Context: an optimization exercise on an open-source flow, tuned for small area. The choices shown serve that exercise and are no tape-out recipe.
Function was checked by simulation only, so behaviour that the tests miss may differ from the original.
Power figures rest on the tool's default switching activity, not on a simulated workload.

===== run.sh =====
#!/bin/bash
# synth_recipe.tcl (not shown) runs the flow's synth.tcl, then flattens the netlist and writes it again
# the make line also repeats each setting of config.mk as NAME=value (left out here)
make -C /OpenROAD-flow-scripts/flow DESIGN_CONFIG=/design/flow/config.mk WORK_HOME=/design/flow/orfs CLKGATE_MAP_FILE= SYNTH_SCRIPT=/design/flow/synth_recipe.tcl finish

===== config.mk =====
export PLATFORM = sky130hd
export DESIGN_NAME = Processor
export DESIGN_NICKNAME = Processor
export VERILOG_FILES = /design/flow/design.v
export SDC_FILE = /design/flow/constraint.sdc
export NUM_CORES = 4
export LEC_CHECK = 0
export CAP_MARGIN = 20
export CORE_MARGIN = 2
export CORE_UTILIZATION = 40
export SLEW_MARGIN = 20

===== constraint.sdc =====
create_clock -name core_clock -period 5.0 [get_ports {CLK}]
set_input_delay 1.0000 -clock core_clock [delete_from_list [all_inputs] [get_ports {CLK}]]
set_output_delay 1.0000 -clock core_clock [all_outputs]
set_load 0.01 [all_outputs]

===== design.v =====
module Processor(rst, CLK, regDisplay, proceed, LEDG, out);
	input rst, CLK;
	input [2:0] regDisplay;
	input [2:0] proceed;
	output [15:0] out;
	output [3:0] LEDG;
	localparam [5:0]
		R0   = 6'd0,
		C1   = 6'd1,  C2 = 6'd2,  C3 = 6'd3,  C4 = 6'd4,  C5 = 6'd5,
		F6A  = 6'd6,  F6W = 6'd7,
		D6   = 6'd8,  D7  = 6'd9,  D8  = 6'd10,
		T8   = 6'd11, T9  = 6'd12, T10 = 6'd13,
		E10  = 6'd14, E11 = 6'd15, E12 = 6'd16, E13 = 6'd17, E14A = 6'd18, E14W = 6'd19,
		M14  = 6'd20, M15 = 6'd21, M16 = 6'd22,
		W16  = 6'd23, W17 = 6'd24, W18 = 6'd25, W19A = 6'd26, W19W1 = 6'd27, W19W2 = 6'd28,
		S19FA = 6'd29, S19FW = 6'd30, S20F = 6'd31, S20L = 6'd32,
		S0   = 6'd33;  
	reg [5:0] ph, nph;
	reg [13:0] k;
	reg nf;
	reg [2:0] rdp;
	always @(*) begin
		nph = ph + 6'd1;
		case (ph)
			F6A:   nph = (proceed == 3'b000) ? D6 : F6W;
			F6W:   nph = (proceed == 3'b000) ? D6 : F6W;
			D8:    nph = (proceed == 3'b001) ? T8 : D8;
			T10:   nph = (proceed == 3'b010) ? E10 : T10;
			E14A:  nph = (proceed == 3'b011) ? M14 : E14W;
			E14W:  nph = (proceed == 3'b011) ? M14 : E14W;
			M16:   nph = (proceed == 3'b100) ? W16 : M16;
			W19A:  nph = (proceed == 3'b101) ? S19FA : W19W1;
			W19W1: nph = (proceed == 3'b101) ? S19FW : W19W2;
			W19W2: nph = (proceed == 3'b101) ? S19FW : W19W2;
			S19FA: nph = S20F;
			S19FW: nph = S20F;
			S20F:  nph = S0;
			S20L:  nph = S0;
			S0:    nph = (proceed == 3'b110) ? C1 : S0 + 6'd1;
			S0 + 6'd19: nph = S20L;
			default: nph = ph + 6'd1;
		endcase
	end
	always @(posedge CLK or negedge rst)
		if (!rst) begin
			ph <= R0;
			k <= 14'd0;
			nf <= 1'b0;
		end else begin
			ph <= nph;
			if (ph == C5) k <= k + 14'd1;
			nf <= nf | k[2];
		end
	always @(posedge CLK)
		rdp <= regDisplay;
	function [15:0] I; input [13:0] m;
		if (m[13:5] != 0) I = 16'h0000;
		else case (m[4:0])
			5'd0: I = 16'h004F; 5'd1: I = 16'h00CF; 5'd2: I = 16'h0780;
			5'd3: I = 16'h0D82; 5'd4: I = 16'h008F; 5'd5: I = 16'h004F;
			5'd6: I = 16'h008F; 5'd7: I = 16'h07C0; 5'd8: I = 16'h07C0;
			5'd15: I = 16'h0008; 5'd16: I = 16'h000F;
			default: I = 16'h0000;
		endcase
	endfunction
	function [2:0] RES; input [13:0] m;
		if (m[13:5] != 0) RES = 3'd0;
		else case (m[4:0])
			5'd0, 5'd1, 5'd3, 5'd4, 5'd5, 5'd6, 5'd15, 5'd16: RES = 3'd1;
			5'd2: RES = 3'd2; 5'd7: RES = 3'd3; 5'd8: RES = 3'd4;
			default: RES = 3'd0;
		endcase
	endfunction
	function [2:0] RD; input [13:0] m;
		if (m[13:5] != 0) RD = 3'b000;
		else case (m[4:0])
			5'd0, 5'd5: RD = 3'b001;
			5'd2, 5'd3, 5'd4, 5'd6: RD = 3'b010;
			5'd1, 5'd7, 5'd8: RD = 3'b100;
			default: RD = 3'b000;
		endcase
	endfunction
	function [5:0] RF; input [13:0] m; input n;
		if (m == 14'h3FFF) RF = {n, n, n, 3'd0};
		else if (m[13:5] != 0) RF = {1'b1, 2'd3, 3'd0};
		else case (m[4:0])
			5'd0: RF = {1'b1, n, n, 3'd0};
			5'd1: RF = {1'b1, n, n, 3'd1};
			5'd2: RF = {1'b1, 2'd2, 3'd2};
			5'd3, 5'd4, 5'd5, 5'd6: RF = {1'b1, 2'd1, 3'd2};
			5'd7: RF = {1'b1, 2'd3, 3'd3};
			5'd8: RF = {1'b1, 2'd3, 3'd4};
			default: RF = {1'b1, 2'd3, 3'd0};
		endcase
	endfunction
	function [5:0] RP; input [13:0] m; input n;
		if (m[13:5] != 0) RP = {1'b1, 2'd3, 3'd0};
		else case (m[4:0])
			5'd0: RP = {n, n, n, 3'd0};
			5'd1: RP = {1'b1, n, n, 3'd0};
			5'd2: RP = {1'b1, n, n, 3'd2};
			5'd3, 5'd4, 5'd5, 5'd6: RP = {1'b1, 2'd1, 3'd2};
			5'd7: RP = {1'b1, 2'd3, 3'd2};
			5'd8: RP = {1'b1, 2'd3, 3'd4};
			default: RP = {1'b1, 2'd3, 3'd0};
		endcase
	endfunction
	wire [13:0] k1 = k - 14'd1;
	wire [13:0] k2 = k - 14'd2;
	wire rpath = ~nf & (k == 14'd0);    
	wire rpath1 = ~nf & (k == 14'd1);
	wire inC  = (ph >= C1) && (ph <= C5);
	wire preE14 = (ph >= F6A) && (ph <= E14A);      
	wire preW = (ph >= F6A) && (ph <= W19A);        
	reg [15:0] yIR;
	reg [2:0] yALU;
	reg [5:0] yR;
	reg [2:0] yW;
	reg [3:0] L;
	always @(*) begin
		if (inC && rpath && (ph == C4 || ph == C5)) yIR = I(14'd0);
		else if (ph == F6A) yIR = rpath1 ? I(14'd0) : I(k2);
		else yIR = I(k1);
		if (preE14) yALU = RES(k2);
		else yALU = RES(k1);
		if (preW) yR = RF(k2, nf);
		else if (ph == W19W1 || ph == S19FA) yR = RP(k1, nf);
		else yR = RF(k1, nf);
		if (ph == W19A) yW = RD(k2);
		else if (ph == W19W1 || ph == W19W2 || ph == S19FA || ph == S19FW || ph == S20F) yW = RD(k1);
		else yW = 3'b000;
		if (ph == R0) L = 4'b0000;
		else if (ph == C1) L = rpath ? 4'b0000 : 4'b0110;
		else if (ph <= D6) L = 4'b0000;
		else if (ph <= T8) L = 4'b0001;
		else if (ph <= E10) L = 4'b1000;
		else if (ph <= M14) L = 4'b0011;
		else if (ph <= W16) L = 4'b0100;
		else if (ph <= S19FW) L = 4'b0101;
		else L = 4'b0110;
	end
	reg [15:0] o;
	always @(*) begin
		case (rdp)
			3'd0: o = yIR;
			3'd1: o = {13'd0, yALU};
			3'd2: o = {15'd0, yR[5]};
			3'd3: o = {14'd0, yR[4:3]};
			3'd4: o = {13'd0, yR[2:0]};
			3'd5: o = {15'd0, yW[0]};
			3'd6: o = {15'd0, yW[1]};
			default: o = {15'd0, yW[2]};
		endcase
		if (ph == R0) o = 16'd0;
	end
	assign out = o;
	assign LEDG = L;
endmodule

==> impl_results.md <==
* Status: no timing/DRC/antenna violations
* Post-DP HPWL at 8743 um
* Post-CTS Setup Bufs at 0
* XOR/XNOR share of the synthesized area at 0.08322
* Vias in the first global route at ~3,800
* Flop2flop setup slack at roughly 2.4 ns
* Share of the synthesized area in the top cell type at 0.1421
* Hold path depth at 1
* Worst path arrival time at roughly 3.7 ns
* Top-count cell post-synth: nor2_1
* Unrepaired setup endpoints after global routing: false
* Via count at 3,943
* Pins Over Slew Limit at 0
* Ys flop type: dfrtp_1
* H-Tree Depth at 1
* Placed cells at about 630
* CTS clk-pin slew, worst paths at roughly 0.080 ns
* Cell Area, Placed at slightly below 4000 um^2
* Worst slew margin at 0.2770
* Layout cells sized above 1 at 0.09056
* Die area at 10,030 um^2
* Synth Area in Adders at 0.04736
* Max_cap viols at 0
* Distinct cells, synth at between 80 and 90
* TritonCTS buffer count at 3
* Antenna cells at 0
* Drt initial violations at roughly 220
* VDD IR max at roughly 0.00025 V
* Final GP Congestion at just under 1
* Post-synthesis sequential area ratio at 0.1583
* Final Hold Viols at 0
* Worst Hold Class: reg2reg
* CTS tree: done
* Reg2Reg Depth at 9
* Syn Std Cell Area at 3699 um^2
* Power per Cell Area at around 560 nW/um^2
* Die height at around 100 um
* Cell area after layout at 4016 um^2
* Total Routing Usage GR at 0.2315
* Antenna-violating nets left at 0
* CTS Hold Bufs at 0
* Boundary Pins at 28
* Clock latency on the worst-skew pair at approximately 0.26 ns
* Worst r2r src: ph[2]
* Clk root buf: clkbuf_8
* Worst r2r dst: k[13]
* Most frequent cells after synthesis: 52 x nor2_1, 49 x nand2_1, 37 x o21ai_0
* Ys async rst share at 0.8750
* Hold Crit Start: k[13]
* Syn_area_per_cell at just over 7 um^2
* Port bufs at 21
* Post-synth EDFFs at 0
* CORE AREA at about 9100 um^2
* Seq cells post-synth at 24
* First-pass GRT wire length at approximately 19,000 um
* Area of the multi-input gates at around 2800 um^2
* WL final at around 11,000 um
* Area contributors post-synth: dfrtp_1 14%, nor2_1 5.3%, o21ai_0 5.0%
* Main combinational cell family by area after synthesis: simple AND/OR/NAND/NOR gates
* Fill cells at approximately 980
* Crit path kind: reg2out
* CP Data Required Time at approximately 4.0 ns
* Tmin final at ~4.7 ns
* Post-synthesis mux area share at 0.01387
* Via density at around 6.3
* Final setup viols at 0
* Simple-gate portion of the synthesized area at 0.3637
* Synth Area in Compound Gates at 0.2534
* CTS Sinks at 24
* Reg area at just under 600 um^2
* Final worst slack at approximately 0.32 ns
* Kind of end point of the critical path: primary output
* Total congestion overflow at 0
* Routed len/inst at 18.21 um
* Rows at 35
* Clk buf depth at 2
* CP Max Fanout at 7
* Pre-CTS setup slack at approximately 0.65 ns
* WHS Endpoint: k[13]
* Maximum number of pins on one net before global-route repair at 26
* Initial antenna violation count at 0
* First-pass DRT Iterations at 5
* DRC at 0
* Post-CTS sizing at 0
* Post-Syn Instances at between 500 and 600
* Synth warnings at 1
* Layout area overhead at 8.593%
* Die Wd at approximately 100 um
* Initial Util at 0.4060
* Fmax at 213.7 MHz
* Final nets at around 540
* Crit share post-route at 0.9358
* Final non-filler cell total at 630
* Final setup skew at 0.001591 ns
* Slew @ Worst Pin at 1.077 ns
* Yosys top cell by area: dfrtp_1
* Final TNS setup at 0 ns
* P_leak at approximately 0.0016 uW
* Worst setup SP type: register
[through the flow]
| stage | total power [uW] | utilization | hold WS, ns |
|---|---|---|---|
| after floorplan | 1580 | - | 0.4935 |
| after global placement | 2060 | 0.4328 | 0.5165 |
| after detailed placement | 2055 | 0.4328 | 0.5300 |
| after CTS | 2230 | 0.4407 | 0.5425 |
| after global routing | 2459 | 0.4409 | 0.5714 |
| final | 2258 | 0.4409 | 0.5408 |
[power breakdown]
group          leakage (uW)  internal (uW)  switching, uW
combinational       0.00122            670           1130
clock             0.0000357            107           56.3
sequential         0.000302            233           59.3
total               0.00156           1010           1250
[cells in the final DEF, fill, tap and decap left out, types with 11 or more instances in the layout]
| master | n |
|---|---|
| a21oi_1 | 27 |
| buf_4 | 15 |
| clkdlybuf4s50_1 | 20 |
| dfrtp_1 | 21 |
| ha_1 | 14 |
| inv_1 | 15 |
| nand2_1 | 49 |
| nand3_1 | 31 |
| nand4_1 | 17 |
| nor2_1 | 52 |
| nor3_1 | 21 |
| o21ai_0 | 37 |
| xnor2_1 | 20 |
| xor2_1 | 11 |
[how the worst max path moves through the flow]
| stage | from | to | slack (ns) | cells after the start |
|---|---|---|---|---|
| 6_report | k[1] | out[2] | 0.32 | 12 |
| 5_1_grt | k[0] | out[2] | 0.07 | 11 |
| 4_1_cts | k[1] | out[0] | 0.34 | 11 |
| 3_5_place_dp | k[1] | out[0] | 0.65 | 11 |
| 3_3_place_gp | k[3] | out[0] | 0.70 | 10 |
| 2_1_floorplan | k[1] | out[0] | 1.16 | 10 |
[critical path, cell delays in order, from the launching register on]
cell and delay, ns:
dfrtp_1 0.38, inv_1 0.18, ha_1 0.32, nor4b_2 0.23
buf_4 0.18, nand3_1 0.11, xor2_1 0.24, and4_1 0.41
nand2_2 0.12, o311ai_0 0.39, o211a_1 0.21, o21a_1 0.12
clkdlybuf4s50_1 0.54
[layer usage]
layer / track usage / vias to the layer above / part of all wire
li1: - / 1912 / -
met1: 0.3127 / 1843 / 0.44
met2: 0.3764 / 151 / 0.45
met3: 0.03134 / 37 / 0.067
met4: 0.08746 / 0 / 0.035
met5: 0 / - / 0
[sequential cells by signal (all words and copies together), names as in the netlist]
name,count
rdp,3
k,14
nf,1
ph,6
[kinds of logic after synthesis]
group,Yosys count
and+or+nand+nor,244
AOI/OAI and AO/OA,138
buffers and inverters,63
xor gates and xnor gates,33
DFF,24
adders and majority gates,14
muxes,5
other,1
[layout make-up]
cell class / count / area share
clock buffers: 3 / 0.01028
clock inverters: 1 / 0.007477
inverters: 15 / 0.01402
multi-input cells: 440 / 0.7087
flip-flops and latches: 24 / 0.1458
well taps: 111 / 0.03458
repair buffers: 36 / 0.07913

[what the ideal ports hide]
No port has a modelled driver above. Below, the same layout with a new extraction and two added sets of constraints. Step 1, drivers: a clkbuf_16 drives CLK and a buf_2 each remaining input, both assumed. Step 2 times the ports against the registers' clock, not the clock port: input delays grow and output delays shrink by t, the midpoint of the rising clock arrivals with the driver on. a / b / c = no drivers / after step 1 / after step 2; a / b = the first two.
shift t [ns]: 0.278
slack for setup (ns): 0.321 / 0.297 / 0.575
slew at the worst register clock pin (ns): 0.08 / 0.08
After both steps setup and hold are still met in this run. The setup slack of this run moves by -0.024 ns with the drivers and by +0.254 ns with both steps.
